Context: an optimization exercise on an open-source flow, tuned for small area, a short achievable clock period and few clock cycles. The choices shown serve that exercise and are no tape-out recipe. At most, simulation tests tie the RTL to the original design; equivalence was not proved. Power and IR drop assume default switching activity.

## run A
==> flow/design.v <==
module processing_element (clock, r, s1, s2, s1s2_mux, new_dist, lo, hi, c, ovf, r_pipe);
  input clock;
  input [7:0] r;          
  input [7:0] s1, s2;     
  input s1s2_mux;         
  input new_dist;         
  output reg [3:0] lo, hi;
  output reg c, ovf;
  output reg [7:0] r_pipe;
  reg [7:0] dq;
  reg b;
  wire [8:0] d = {1'b0, r_pipe} - {1'b0, s1s2_mux ? s1 : s2};
  always @(posedge clock) begin
    r_pipe <= r;
    dq <= d[7:0];
    b <= d[8];
  end
  wire [7:0] x = dq ^ {8{b}};
  wire [3:0] al = lo & {4{~new_dist}};
  wire [3:0] ah = hi & {4{~new_dist}};
  wire [4:0] cl, ch;
  wire [3:0] sl, sh;
  assign cl[0] = b;
  assign ch[0] = c & ~new_dist;
  genvar k;
  generate
    for (k = 0; k < 4; k = k + 1) begin : fa
      assign sl[k] = al[k] ^ x[k] ^ cl[k];
      assign cl[k+1] = (al[k] & x[k]) | (al[k] & cl[k]) | (x[k] & cl[k]);
      assign sh[k] = ah[k] ^ x[k+4] ^ ch[k];
      assign ch[k+1] = (ah[k] & x[k+4]) | (ah[k] & ch[k]) | (x[k+4] & ch[k]);
    end
  endgenerate
  always @(posedge clock) begin
    lo <= sl;
    hi <= sh;
    c <= cl[4];
    ovf <= (ovf & ~new_dist) | ch[4];
  end
endmodule
module controller (clock, reset, start, n, address_s1, address_s2, done, idle);
  input clock, reset, start;
  output reg [12:0] n;
  output reg [9:0] address_s1, address_s2;
  output reg done;       
  output reg idle;              
  function [9:0] rowstart(input [3:0] k);
    case (k)
      4'd0: rowstart = 10'd31;
      4'd1: rowstart = 10'd62;
      4'd2: rowstart = 10'd93;
      4'd3: rowstart = 10'd124;
      4'd4: rowstart = 10'd155;
      4'd5: rowstart = 10'd186;
      4'd6: rowstart = 10'd217;
      4'd7: rowstart = 10'd248;
      4'd8: rowstart = 10'd279;
      4'd9: rowstart = 10'd310;
      4'd10: rowstart = 10'd341;
      4'd11: rowstart = 10'd372;
      4'd12: rowstart = 10'd403;
      4'd13: rowstart = 10'd434;
      4'd14: rowstart = 10'd465;
      4'd15: rowstart = 10'd496;
    endcase
  endfunction
  function [9:0] rowstart2(input [3:0] k);
    case (k)
      4'd0: rowstart2 = 10'd16;
      4'd1: rowstart2 = 10'd47;
      4'd2: rowstart2 = 10'd78;
      4'd3: rowstart2 = 10'd109;
      4'd4: rowstart2 = 10'd140;
      4'd5: rowstart2 = 10'd171;
      4'd6: rowstart2 = 10'd202;
      4'd7: rowstart2 = 10'd233;
      4'd8: rowstart2 = 10'd264;
      4'd9: rowstart2 = 10'd295;
      4'd10: rowstart2 = 10'd326;
      4'd11: rowstart2 = 10'd357;
      4'd12: rowstart2 = 10'd388;
      4'd13: rowstart2 = 10'd419;
      4'd14: rowstart2 = 10'd450;
      4'd15: rowstart2 = 10'd481;
    endcase
  endfunction
  wire last = n[12] & n[4] & n[1];     
  wire c15 = &n[3:0];
  wire w1 = c15 & (&n[7:4]);           
  wire w2 = c15 & (n[7:4] == 4'd0);    
  wire [9:0] step1 = {address_s1[9:4] + (c15 | (&address_s1[3:0])),
                      address_s1[3:0] + {3'd0, ~c15}};
  wire [9:0] step2 = {address_s2[9:4] + (c15 | (&address_s2[3:0])),
                      address_s2[3:0] + {3'd0, ~c15}};
  always @(posedge clock) begin
    if (reset) begin
      done <= 1'b1;
      idle <= 1'b1;
    end else begin
      done <= idle ? start : last;
      idle <= done ? start : last;
    end
    if (idle) begin
      n <= 13'd0;
      address_s1 <= 10'd0;
    end else begin
      n <= n + 1'b1;
      address_s1 <= w1 ? rowstart(n[11:8]) : step1;
    end
    address_s2 <= w2 ? rowstart2(n[11:8]) : step2;
  end
endmodule
module comparator (clock, done, start, n, pick, pe_lo, pe_hi, pe_c, pe_ovf,
  best_dist, motion_x, motion_y);
  input clock, done, start;
  input [12:0] n;
  input [15:0] pick;         
  input [63:0] pe_lo, pe_hi;
  input [15:0] pe_c, pe_ovf;
  output reg [7:0] best_dist;
  output reg [3:0] motion_x, motion_y;
  reg [3:0] cl, ch;
  reg cc, co, cval;
  reg [3:0] vl, vh;
  reg vc, vo;
  integer k;
  always @(*) begin
    vl = 4'd0;
    vh = 4'd0;
    vc = 1'b0;
    vo = 1'b0;
    for (k = 0; k < 16; k = k + 1) begin
      vl = vl | (pe_lo[k*4 +: 4] & {4{pick[k]}});
      vh = vh | (pe_hi[k*4 +: 4] & {4{pick[k]}});
      vc = vc | (pe_c[k] & pick[k]);
      vo = vo | (pe_ovf[k] & pick[k]);
    end
  end
  wire ready = (|pick) & (n[12:8] != 5'd0);
  wire [4:0] h = {1'b0, ch} + {4'd0, cc};
  wire [7:0] sad = {h[3:0], cl};
  reg [7:0] bd;
  reg [3:0] mx, my;
  wire upd = ~done & cval & ~h[4] & (sad < bd);
  wire [3:0] mxn = n[3:0] + 4'd5;     
  wire [3:0] myn = n[11:8] + 4'd7;    
  always @(posedge clock) begin
    cl <= vl;
    ch <= vh;
    cc <= vc;
    cval <= ready & ~vo;
    best_dist <= done ? (start ? bd : 8'hFF) : (upd ? sad : bd);
    bd <= done ? (start ? best_dist : 8'hFF) : (upd ? sad : best_dist);
    motion_x <= upd ? mxn : mx;
    mx <= upd ? mxn : motion_x;
    motion_y <= upd ? myn : my;
    my <= upd ? myn : motion_y;
  end
endmodule
module top_module (clock, reset, start, r, s1, s2, address_r, address_s1, address_s2,
   best_dist, motion_x, motion_y, done);
input clock, reset, start;
input [7:0] r;
input [7:0] s1, s2;
output [7:0] best_dist, address_r;
output [3:0] motion_x, motion_y;
output [9:0] address_s1, address_s2;
output done;
wire [12:0] n;
wire idle;
wire [63:0] pe_lo, pe_hi;
wire [15:0] pe_c, pe_ovf;
wire [135:0] rp;
reg [7:0] s1q, s2q;
reg [15:0] therm;      
reg [15:0] pick;       
always @(posedge clock) begin
  s1q <= s1;
  s2q <= s2;
  pick <= {pick[14:0], (n[7:0] == 8'd1)};
  if (idle) therm <= 16'hFFFF;
  else if (therm[15]) therm <= 16'h0001;
  else therm <= {therm[14:0], 1'b1};
end
assign address_r = n[7:0];
assign rp[7:0] = r;
controller ctl (.clock(clock), .reset(reset), .start(start), .n(n),
  .address_s1(address_s1), .address_s2(address_s2), .done(done), .idle(idle));
comparator cmp (.clock(clock), .done(idle), .start(start), .n(n), .pick(pick),
  .pe_lo(pe_lo), .pe_hi(pe_hi), .pe_c(pe_c), .pe_ovf(pe_ovf), .best_dist(best_dist), .motion_x(motion_x),
  .motion_y(motion_y));
genvar g;
generate
  for (g = 0; g < 16; g = g + 1) begin : pe
    processing_element u (.clock(clock), .r(rp[g*8 +: 8]), .s1(s1q), .s2(s2q),
      .s1s2_mux(therm[g]), .new_dist(pick[g]),
      .lo(pe_lo[g*4 +: 4]), .hi(pe_hi[g*4 +: 4]), .c(pe_c[g]), .ovf(pe_ovf[g]), .r_pipe(rp[g*8+8 +: 8]));
  end
endgenerate
endmodule
export LEC_CHECK = 0
export CAP_MARGIN = 20
export CORE_MARGIN = 2
export CORE_UTILIZATION = 35
export CTS_BUF_LIST = sky130_fd_sc_hd__clkbuf_16
export CTS_CLUSTER_DIAMETER = 100
export CTS_CLUSTER_SIZE = 24
export PLACE_DENSITY = 0.55
export SETUP_SLACK_MARGIN = 4.45
export SLEW_MARGIN = 20
create_clock -name core_clock -period 7.0 [get_ports {clock}]
run.sh (not shown) runs the stock make flow with config.mk's settings and CLKGATE_MAP_FILE= SYNTH_SCRIPT=/design/flow/synth_recipe.tcl, a recipe that flattens the netlist after the stock synthesis.
Testbench counts of run A, summed over its fixed seeds: cycles 131,712.
Inputs modified between run A and run B:
--- a/flow/design.v
+++ b/flow/design.v
@@ -173,14 +173,15 @@
 wire [135:0] rp;
 reg [7:0] s1q, s2q;
 reg [15:0] therm;      
+integer j;
+always @(*)
+  for (j = 0; j < 16; j = j + 1)
+    therm[j] = (n[3:0] == 4'd0) || (n[3:0] > j);
 reg [15:0] pick;       
 always @(posedge clock) begin
   s1q <= s1;
   s2q <= s2;
   pick <= {pick[14:0], (n[7:0] == 8'd1)};
-  if (idle) therm <= 16'hFFFF;
-  else if (therm[15]) therm <= 16'h0001;
-  else therm <= {therm[14:0], 1'b1};
 end
 assign address_r = n[7:0];
 assign rp[7:0] = r;
## What came out
- Total power: run B above run A
- Run B ends up with higher detailed route wirelength on metal2 than run A does.
- Side by side, wire length turned out higher in run B than in run A.
- Run B | status: complete | timing, DRC, antenna: pass
- Run A reached the final stage; the timing, design-rule and antenna checks on its layout passed.
- Average cell area after synthesis: run B vs run A, no meaningful difference
- Run A tops out at a higher clock frequency than run B.
- Run B vs. run A: final critical path time including I/O delays and setup went up by 430 ps; placeable core area went down by about 2.2%; global routing usage summed across all routing layers went up by 1.7 points; fraction of power consumed by combinational cells went up by 4.9 points; number of optimization iterations in the first detailed-route pass went up by 1.
For run B, only the layout was checked, not whether the RTL still works.

========
// top_module: RTL as listed in full above, without the edits since
clock: 7.0 ns
lec_check: 0
cap_margin: 20
core_margin: 2
core_utilization: 35
place_density: 0.55
setup_slack_margin: 4.45
slew_margin: 20
The first run finished clean.
Testbench counts at the start, summed over its fixed seeds: cycles 131,712.
Edit:
--- a/flow/design.v
+++ b/flow/design.v
@@ -8,13 +8,12 @@
   output reg c, ovf;
   output reg [7:0] r_pipe;
-  reg [7:0] dq;
+  reg [7:0] x;
   reg b;
   wire [8:0] d = {1'b0, r_pipe} - {1'b0, s1s2_mux ? s1 : s2};
   always @(posedge clock) begin
     r_pipe <= r;
-    dq <= d[7:0];
+    x <= d[7:0] ^ {8{d[8]}};
     b <= d[8];
   end
-  wire [7:0] x = dq ^ {8{b}};
   wire [3:0] al = lo & {4{~new_dist}};
   wire [3:0] ah = hi & {4{~new_dist}};
=> The changed run completed without violations. Via count goes up by 6.6%. Final cell count grows by 4.9%. Flip-flop and latch count stays the same. Utilization came out higher by 1.0 points. Die area went up by 2.4%. Worst setup slack degrades by 0.043 ns. Synthesized area is higher by 2.5%. Clock power rose by about 5%. Clock-buffer cell count fell by 13.
The RTL of the second run of this note was laid out without a check of its function.

==> separate check: timing with driven ports <==
In the flow no input, the clock included, has a driving cell. The finished layouts below were timed again as built, in two steps. Step 1, drivers: a clkbuf_16 drives clock and a buf_2 each remaining input, both assumed. Step 2 times the ports against the registers' clock, not the clock port: input delays grow and output delays shrink by t, the midpoint of the rising clock arrivals with the driver on. Slacks: no drivers / after step 1 / after step 2; pairs: no drivers / after step 1.
run | shift t [ns] | slack for setup (ns) | hold WS [ns] | worst register clock-pin slew, ns | pins driven straight from the clock port
run A | 0.661 | 4.491 / 4.442 / 4.342 | 0.353 / 0.353 / 0.353 | 0.10 / 0.10 | 1
run B | 0.657 | 4.058 / 4.058 / 4.058 | 0.360 / 0.360 / 0.360 | 0.10 / 0.10 | 1
the first run of note 2 | 0.682 | 4.495 / 4.432 / 4.352 | 0.353 / 0.353 / 0.353 | 0.06 / 0.06 | 1
the second run of note 2 | 0.686 | 4.453 / 4.436 / 4.453 | 0.350 / 0.350 / 0.350 | 0.07 / 0.07 | 1
After both steps every run listed still meets setup and hold. The setup slack of run A, which loses most, moves by -0.049 ns with the drivers and by -0.149 ns with both steps.
